Source: an optimization exercise on an open RTL-to-GDS flow (aim: small area). Production flows keep margins and buffers that such runs may drop.
At most, simulation tests tie the RTL to the original design; equivalence was not proved.
No activity file was given, so power comes from the tool's default toggle rates.

== P ==
==> flow/design.v <==
module add_seg #(parameter W = 16, parameter B = 4) (
	input [W-1:0] a,
	input [W-1:0] b,
	input ci,
	output [W-1:0] s
);
localparam NB = (W + B - 1) / B;
wire [W:0] c;
wire [NB:0] bc;               
assign bc[0] = ci;
genvar k, j;
generate
	for (k = 0; k < NB - 1; k = k + 1) begin : blk
		wire [B:0] gg;            
		wire [B:0] pp;            
		assign gg[0] = 1'b0;
		assign pp[0] = 1'b1;
		for (j = 0; j < B; j = j + 1) begin : bt
			assign gg[j+1] = a[k*B+j] & b[k*B+j] | (a[k*B+j] | b[k*B+j]) & gg[j];
			assign pp[j+1] = (a[k*B+j] | b[k*B+j]) & pp[j];
		end
		assign bc[k+1] = gg[B] | pp[B] & bc[k];
	end
	for (k = 0; k < W; k = k + 1) begin : bits
		wire cin = (k % B == 0) ? bc[k / B] : c[k];
		assign s[k] = a[k] ^ b[k] ^ cin;
		assign c[k+1] = a[k] & b[k] | a[k] & cin | b[k] & cin;
	end
endgenerate
endmodule
module inc #(parameter W = 12) (
	input [W-1:0] a,
	output [W-1:0] s,
	output co
);
wire [W:0] c;
assign c[0] = 1'b1;
genvar k;
generate
	for (k = 0; k < W; k = k + 1) begin : bits
		assign s[k] = a[k] ^ c[k];
		assign c[k+1] = a[k] & c[k];
	end
endgenerate
assign co = c[W];
endmodule
module dec #(parameter W = 12) (
	input [W-1:0] a,
	output [W-1:0] s
);
wire [W:0] b;
assign b[0] = 1'b1;
genvar k;
generate
	for (k = 0; k < W; k = k + 1) begin : bits
		assign s[k] = a[k] ^ b[k];
		assign b[k+1] = ~a[k] & b[k];
	end
endgenerate
endmodule
module LCG(
    input CLK,
    input rst,
    input LCG_sig,
    input [11:0] number,
    output reg [15:0] sum,
    output reg Ready
);
reg [15:0] N;
reg fN, fS;
reg [1:0] c;       
reg [8:0] i;
wire step = c[1];
wire [15:0] q = ({16{c[0]}} & {N[14:0], 1'b0}) | ({16{step}} & sum);
wire [15:0] s;
add_seg #(.W(16), .B(8)) add(.a(N), .b(q), .ci(~c[1] & ~c[0]), .s(s));
wire [8:0] i1;
wire i1c;
inc #(.W(9)) inci(.a(i), .s(i1), .co(i1c));
wire hit = {2'b0, i1c, i1} == number;      
always @(posedge CLK)
begin
	if (rst)
	begin
		c <= 2'd0;
		N <= 16'd7573;     
		fN <= 1'b1;
		fS <= 1'b0;
		sum <= 16'd0;
		i <= 9'd0;
		Ready <= 1'b0;
	end
	else
	begin
		c <= {c[0], ~c[1] & ~c[0]};
		N <= step ? (N | {16{~fN}}) : s;
		if (step)
		begin
			sum <= fS ? s : 16'd0;
			fN <= LCG_sig;
			fS <= LCG_sig;
			i <= LCG_sig ? (hit ? i : i1) : 9'd0;
			Ready <= hit;
		end
	end
end
endmodule
module kirin_cpu(
	input clk,
	input rst,
	input [15:0] mem_rdata,
	output [11:0] mem_addr,
	output [15:0] mem_wdata,
	output mem_we,
	input [15:0] fib_rdata,
	output [11:0] fib_addr,
	output [15:0] fib_wdata,
	output fib_we,
	output [15:0] acc_out,
	output [15:0] lcg_sum
);
reg e1, e2;                  
wire fetch = ~e1 & ~e2;
reg [11:0] IR;               
reg [1:0] irc;               
reg [11:0] PC;
reg [15:0] ACC;
reg count_en;                
reg lkl_rdy;
reg [15:0] num1;             
reg [15:0] num2;
reg [11:0] fa;               
reg [2:0] st;
reg D;                       
reg fready;
reg wren;
reg [11:0] bsf;
wire LCG_Ready;
wire [3:0] op = count_en ? 4'hD : mem_rdata[15:12];
wire oLDA = op == 4'h0, oSTA = op == 4'h1, oADD = op == 4'h2, oSUB = op == 4'h3;
wire oJMP = op == 4'h4, oJMI = op == 4'h5, oJEQ = op == 4'h6;
wire oLDI = op == 4'h8, oLSL = op == 4'h9, oLSR = op == 4'hA, oFIB = op == 4'hB;
wire oLCG = op == 4'hC, oLKL = op == 4'hD;
wire EQ = ACC == 16'd0;
wire MI = ACC[15];
wire LCG_sig = e1 & oLCG;
wire LKL_sig = e1 & oLKL;
wire fib_act = e1 & oFIB;
wire Loop = e1 & (oFIB & ~fready | oLCG & ~LCG_Ready | oLKL & ~lkl_rdy);
wire Extra = oLDA | oADD | oSUB | oFIB | oLKL;
wire sload = e1 & (oJMP | oJMI & MI | oJEQ & EQ);
wire cnt_en = e2 | e1 & (oSTA | oJMI & ~MI | oJEQ & ~EQ | oLDI | oLSR | oLSL | oLCG & LCG_Ready);
wire [11:0] operand = mem_rdata[11:0];
wire [11:0] prev = num1[11:0];
wire match = count_en & (IR[11:8] == mem_rdata[15:12]);
wire [11:0] lkl_addr = match ? prev : count_en ? mem_rdata[11:0] : {4'b0, mem_rdata[7:0]};
wire sel_op = e1 & (oLDA | oSTA | oADD | oSUB | oJMP | oJEQ & EQ | oJMI & MI);
assign mem_addr = LKL_sig ? lkl_addr : sel_op ? operand : PC;
assign mem_we = e1 & oSTA | e2 & (irc == 2'd3);
assign mem_wdata = ACC;
assign acc_out = ACC;
wire dsub = ~(e2 & (irc == 2'd1));
wire [15:0] fib_a, fib_b;
wire [15:0] addsub;
add_seg #(.W(16), .B(4)) add(.a(e1 ? fib_a : ACC), .b(e1 ? fib_b : mem_rdata ^ {16{dsub}}), .ci(~e1 & dsub), .s(addsub));
wire [11:0] pc1;
wire pc1c;
inc #(.W(12)) pc_inc(.a(PC), .s(pc1), .co(pc1c));
always @(posedge clk)
begin
	if (rst)
	begin
		e1 <= 1'b0;
		e2 <= 1'b0;
		PC <= 12'd0;
		ACC <= 16'd0;
	end
	else
	begin
		e1 <= fetch | Loop;
		e2 <= e1 & Extra & ~Loop;
		if (sload)
			PC <= operand;
		else if (cnt_en)
			PC <= pc1;
		if (e1)
		begin
			if (oLDI)
				ACC <= {4'b0, mem_rdata[11:0]};
			else if (oLSR)
				ACC <= {1'b0, ACC[15:1]};
			else if (oLSL)
				ACC <= {ACC[14:0], 1'b0};
		end
		else if (e2)
		begin
			case (irc)
			2'd2: ACC <= mem_rdata;
			2'd1: ACC <= addsub;
			2'd0: ACC <= lkl_rdy ? {4'b0, prev} : addsub;
			default: ;
			endcase
		end
	end
end
always @(posedge clk)
begin
	if (e1 & ~count_en)
	begin
		IR <= mem_rdata[11:0];
		irc <= {~(mem_rdata[15] ^ mem_rdata[13]), mem_rdata[13] & (mem_rdata[15] | ~mem_rdata[12])};
	end
	count_en <= LKL_sig;
	lkl_rdy <= LKL_sig & match;
end
LCG lcg(
	.CLK(clk), .rst(rst), .LCG_sig(LCG_sig),
	.number((e1 & ~count_en) ? mem_rdata[11:0] : IR),
	.sum(lcg_sum), .Ready(LCG_Ready)
);
localparam [2:0] IDLE = 3'd0, S1 = 3'd1, S2 = 3'd2, S3 = 3'd3, SF = 3'd4, SG = 3'd5, DONE = 3'd6;
wire [15:0] number = fib_rdata;
wire bsf0 = bsf == 12'd0;
wire n0 = operand == 12'd0;
wire [11:0] fa1;
wire fa1c;
inc #(.W(12)) fa_inc(.a(fa), .s(fa1), .co(fa1c));
wire [11:0] bsfm1;
dec #(.W(12)) bsf_dec(.a(bsf), .s(bsfm1));
wire caseA = operand <= bsf;
wire hit1 = fa1 == operand;
wire loop0 = st == S1;                
wire st_num = st == S2 | st == S3 | st == SF;
assign fib_a = {num1[15:1], num1[0] | st == S2};
assign fib_b = st_num ? number : num2;
wire [15:0] sum = addsub;
assign fib_addr = fa;
assign fib_wdata = num2;
assign fib_we = wren;
always @(posedge clk)
begin
	if (LKL_sig)
	begin
		if (~match)
			num1 <= {4'b0, mem_rdata[11:0]};
		num2 <= 16'd1;
		fa <= 12'd0;
		st <= IDLE;
		fready <= 1'b0;
		wren <= 1'b0;
	end
	else if (~fib_act)
	begin
		num1 <= 16'd0;
		num2 <= 16'd1;
		fa <= 12'd0;
		st <= IDLE;
		fready <= 1'b0;
		wren <= 1'b0;
	end
	else if (caseA)
	begin
		st <= DONE;
		if (bsf0)
		begin
			wren <= 1'b1;
			fa <= 12'd0;
			fready <= 1'b1;
		end
		else
		begin
			wren <= 1'b0;
			fa <= operand;
			fready <= (st != IDLE) | n0;
		end
	end
	else if (bsf0)
	begin
		wren <= 1'b1;
		fready <= 1'b0;
		if (loop0 & hit1)
		begin
			st <= DONE;
			bsf <= operand;
			fa <= operand;
		end
		else
		begin
			fa <= loop0 ? fa1 : fa;
			st <= S1;
			num2 <= sum;
			num1 <= num2;
		end
	end
	else
	begin
		case (st)
		IDLE: begin
			wren <= 1'b0;
			fa <= bsfm1;
			st <= S1;
		end
		S1: begin
			wren <= 1'b0;
			fa <= fa1;
			D <= hit1;
			st <= S2;
		end
		S2: begin
			wren <= 1'b0;
			num1 <= number;
			num2 <= sum;
			st <= S3;
		end
		S3: begin
			wren <= 1'b1;
			num1 <= num2;
			num2 <= sum;
			fa <= fa1;
			D <= hit1;
			st <= SF;
		end
		default: begin
			wren <= 1'b1;
			if (D)
			begin
				fa <= operand;
				fready <= 1'b1;
				bsf <= operand;
				st <= DONE;
				if (st == SF)
					num2 <= num1;
			end
			else
			begin
				if (st != SF)
					num1 <= num2;
				num2 <= sum;
				fa <= fa1;
				D <= hit1;
				st <= SG;
			end
		end
		endcase
	end
	if (rst)
	begin
		num2 <= 16'd1;
		fa <= 12'd0;
		wren <= 1'b1;
		bsf <= 12'd0;
	end
end
endmodule
export LEC_CHECK = 0
export CAP_MARGIN = 20
export CORE_MARGIN = 2
export CORE_UTILIZATION = 40
export SLEW_MARGIN = 20
create_clock -name core_clock -period 6.0 [get_ports {clk}]
run.sh (not shown) runs the stock make flow with config.mk's settings and CLKGATE_MAP_FILE= SYNTH_SCRIPT=/design/flow/synth_recipe.tcl, a recipe that flattens the netlist after the stock synthesis.
P: no failed stages, no open violations at the end
diff inputs: P => Q
-- flow/design.v --
<<< P, line 173
		e1 <= 1'b0;
		e2 <= 1'b0;
		PC <= 12'd0;
		ACC <= 16'd0;
	end
	else
>>> Q, line 173
		e1 <= 1'b0;
		e2 <= 1'b0;
		IR <= 12'd0;
		irc <= 2'd0;
		PC <= 12'd0;
		ACC <= 16'd0;
		count_en <= 1'b0;
		lkl_rdy <= 1'b0;
	end
	else
<<< P, line 180
		e1 <= fetch | Loop;
		e2 <= e1 & Extra & ~Loop;
		if (sload)
			PC <= operand;
>>> Q, line 184
		e1 <= fetch | Loop;
		e2 <= e1 & Extra & ~Loop;
		if (e1 & ~count_en)
		begin
			IR <= mem_rdata[11:0];
			irc <= {~(mem_rdata[15] ^ mem_rdata[13]), mem_rdata[13] & (mem_rdata[15] | ~mem_rdata[12])};
		end
		if (sload)
			PC <= operand;
<<< P, line 202
			endcase
		end
	end
end
always @(posedge clk)
begin
	if (e1 & ~count_en)
	begin
		IR <= mem_rdata[11:0];
		irc <= {~(mem_rdata[15] ^ mem_rdata[13]), mem_rdata[13] & (mem_rdata[15] | ~mem_rdata[12])};
	end
	count_en <= LKL_sig;
	lkl_rdy <= LKL_sig & match;
end
LCG lcg(
>>> Q, line 211
			endcase
		end
		count_en <= LKL_sig;
		lkl_rdy <= LKL_sig & match;
	end
end
LCG lcg(
<<< P, line 240
always @(posedge clk)
begin
	if (LKL_sig)
	begin
		if (~match)
>>> Q, line 241
always @(posedge clk)
begin
	if (rst)
	begin
		num1 <= 16'd0;
		num2 <= 16'd1;
		fa <= 12'd0;
		st <= IDLE;
		D <= 1'b0;
		fready <= 1'b0;
		wren <= 1'b1;
		bsf <= 12'd0;
	end
	else if (LKL_sig)
	begin
		if (~match)
<<< P, line 344
		endcase
	end
	if (rst)
	begin
		num2 <= 16'd1;
		fa <= 12'd0;
		wren <= 1'b1;
		bsf <= 12'd0;
	end
end
endmodule
>>> Q, line 356
		endcase
	end
end
endmodule
Notes after the runs:
[compare] base=P new=Q: area fraction in and, or, nand and nor cells after synthesis increased by 0.50 points relative to the old numbers, starting utilization of the core area decreased by 0.15 points relative to the old numbers, number of global-route vias before repair increased by about 3.7% relative to the old numbers, critical path depth increased by 17 relative to the old numbers, via count increased by 203 relative to the old numbers.
Compared with P, Q improves core area.
Lower final critical-path required period goes to Q over P.
Compared with P, Q shows a higher final cell count.
The share of final layout cell area taken by non-clock buffers in Q sits 0.67 points above the value recorded for P.
For Q, only the layout was checked, not whether the RTL still works.

========
// kirin_cpu: RTL as listed in full above, without the edits since
export LEC_CHECK = 0
export CAP_MARGIN = 20
export CORE_MARGIN = 2
export CORE_UTILIZATION = 40
export SLEW_MARGIN = 20
create_clock -name core_clock -period 6.0 [get_ports {clk}]
standard.sh (not shown) runs the stock make flow with config.mk's settings and CLKGATE_MAP_FILE= SYNTH_SCRIPT=/design/flow/synth_recipe.tcl, a recipe that flattens the netlist after the stock synthesis.
==> flow/flow/run.sh <==
#!/bin/bash
# The standard layout (the standard.sh, unchanged synthesis), except that
# the input and output ports are buffered with the smallest buffer, buf_1,
# instead of the resizer's default choice.
set -euo pipefail
export BUFFER_PORTS_ARGS="-buffer_cell sky130_fd_sc_hd__buf_1"
bash standard.sh > standard.log 2>&1
Change:
--- a/flow/design.v
+++ b/flow/design.v
@@ -132,10 +132,10 @@
 reg [11:0] fa;               
 reg [2:0] st;
 reg D;                       
-reg fready;
 reg wren;
 reg [11:0] bsf;
 wire LCG_Ready;
+wire fready;
 wire [3:0] op = count_en ? 4'hD : mem_rdata[15:12];
 wire oLDA = op == 4'h0, oSTA = op == 4'h1, oADD = op == 4'h2, oSUB = op == 4'h3;
 wire oJMP = op == 4'h4, oJMI = op == 4'h5, oJEQ = op == 4'h6;
@@ -159,10 +159,11 @@
 assign mem_we = e1 & oSTA | e2 & (irc == 2'd3);
 assign mem_wdata = ACC;
 assign acc_out = ACC;
-wire dsub = ~(e2 & (irc == 2'd1));
+wire dsub = e2 & (irc == 2'd0);
 wire [15:0] fib_a, fib_b;
 wire [15:0] addsub;
-add_seg #(.W(16), .B(4)) add(.a(e1 ? fib_a : ACC), .b(e1 ? fib_b : mem_rdata ^ {16{dsub}}), .ci(~e1 & dsub), .s(addsub));
+wire lda2 = e2 & (irc == 2'd2);
+add_seg #(.W(16), .B(4)) add(.a(e1 ? fib_a : lda2 ? 16'd0 : ACC), .b(e1 ? fib_b : mem_rdata ^ {16{dsub}}), .ci(~e1 & dsub), .s(addsub));
 wire [11:0] pc1;
 wire pc1c;
 inc #(.W(12)) pc_inc(.a(PC), .s(pc1), .co(pc1c));
@@ -195,8 +196,7 @@
 		else if (e2)
 		begin
 			case (irc)
-			2'd2: ACC <= mem_rdata;
-			2'd1: ACC <= addsub;
+			2'd2, 2'd1: ACC <= addsub;
 			2'd0: ACC <= lkl_rdy ? {4'b0, prev} : addsub;
 			default: ;
 			endcase
@@ -234,6 +234,7 @@
 assign fib_a = {num1[15:1], num1[0] | st == S2};
 assign fib_b = st_num ? number : num2;
 wire [15:0] sum = addsub;
+assign fready = st == DONE;
 assign fib_addr = fa;
 assign fib_wdata = num2;
 assign fib_we = wren;
@@ -246,7 +247,6 @@
 		num2 <= 16'd1;
 		fa <= 12'd0;
 		st <= IDLE;
-		fready <= 1'b0;
 		wren <= 1'b0;
 	end
 	else if (~fib_act)
@@ -255,7 +255,6 @@
 		num2 <= 16'd1;
 		fa <= 12'd0;
 		st <= IDLE;
-		fready <= 1'b0;
 		wren <= 1'b0;
 	end
 	else if (caseA)
@@ -265,22 +264,21 @@
 		begin
 			wren <= 1'b1;
 			fa <= 12'd0;
-			fready <= 1'b1;
 		end
 		else
 		begin
 			wren <= 1'b0;
 			fa <= operand;
-			fready <= (st != IDLE) | n0;
+			if (st == IDLE & ~n0)
+				st <= SG;                 
 		end
 	end
 	else if (bsf0)
 	begin
 		wren <= 1'b1;
-		fready <= 1'b0;
 		if (loop0 & hit1)
 		begin
-			st <= DONE;
+			st <= SG;                     
 			bsf <= operand;
 			fa <= operand;
 		end
@@ -325,7 +323,6 @@
 			if (D)
 			begin
 				fa <= operand;
-				fready <= 1'b1;
 				bsf <= operand;
 				st <= DONE;
 				if (st == SF)
The changed run ran to the end with no violations.
Total power went down by 0.81%.
Fmax went down by about 5.6%.
Final area went down by 3.5%.
Setup slack got worse by 0.31 ns.
Register-to-register slack got worse by 0.31 ns.
Die area went down by about 4.6%.
Cell count went down by about 5%.
Hold slack improved by 0.026 ns.
Synthesized cell count went down by about 5%.

afterwards: timing with drivers on the ports:
How much do the figures lean on ideal ports? The routed layouts below were timed once more, with nothing changed but the port constraints.
Step 1, drivers: a clkbuf_16 drives clk and a buf_2 each remaining input, both assumed.
Step 2 also shifts input and output timing later by t, the mid clock arrival at the registers, as if the neighbouring blocks saw the same clock.
Slacks: no drivers / after step 1 / after step 2; pairs: no drivers / after step 1.
run	t, ns	setup WS [ns]	latest minus earliest clock arrival (ns)
P	0.483	0.519 / 0.497 / 0.249	0.018 / 0.018
Q	0.481	0.715 / 0.680 / 0.251	0.013 / 0.014
the first run of note 2	0.481	0.741 / 0.741 / 0.571	0.018 / 0.018
the second run of note 2	0.480	0.429 / 0.429 / 0.429	0.017 / 0.017
After both steps every run listed still meets setup and hold. The setup slack of Q, which loses most, moves by -0.035 ns with the drivers and by -0.464 ns with both steps.
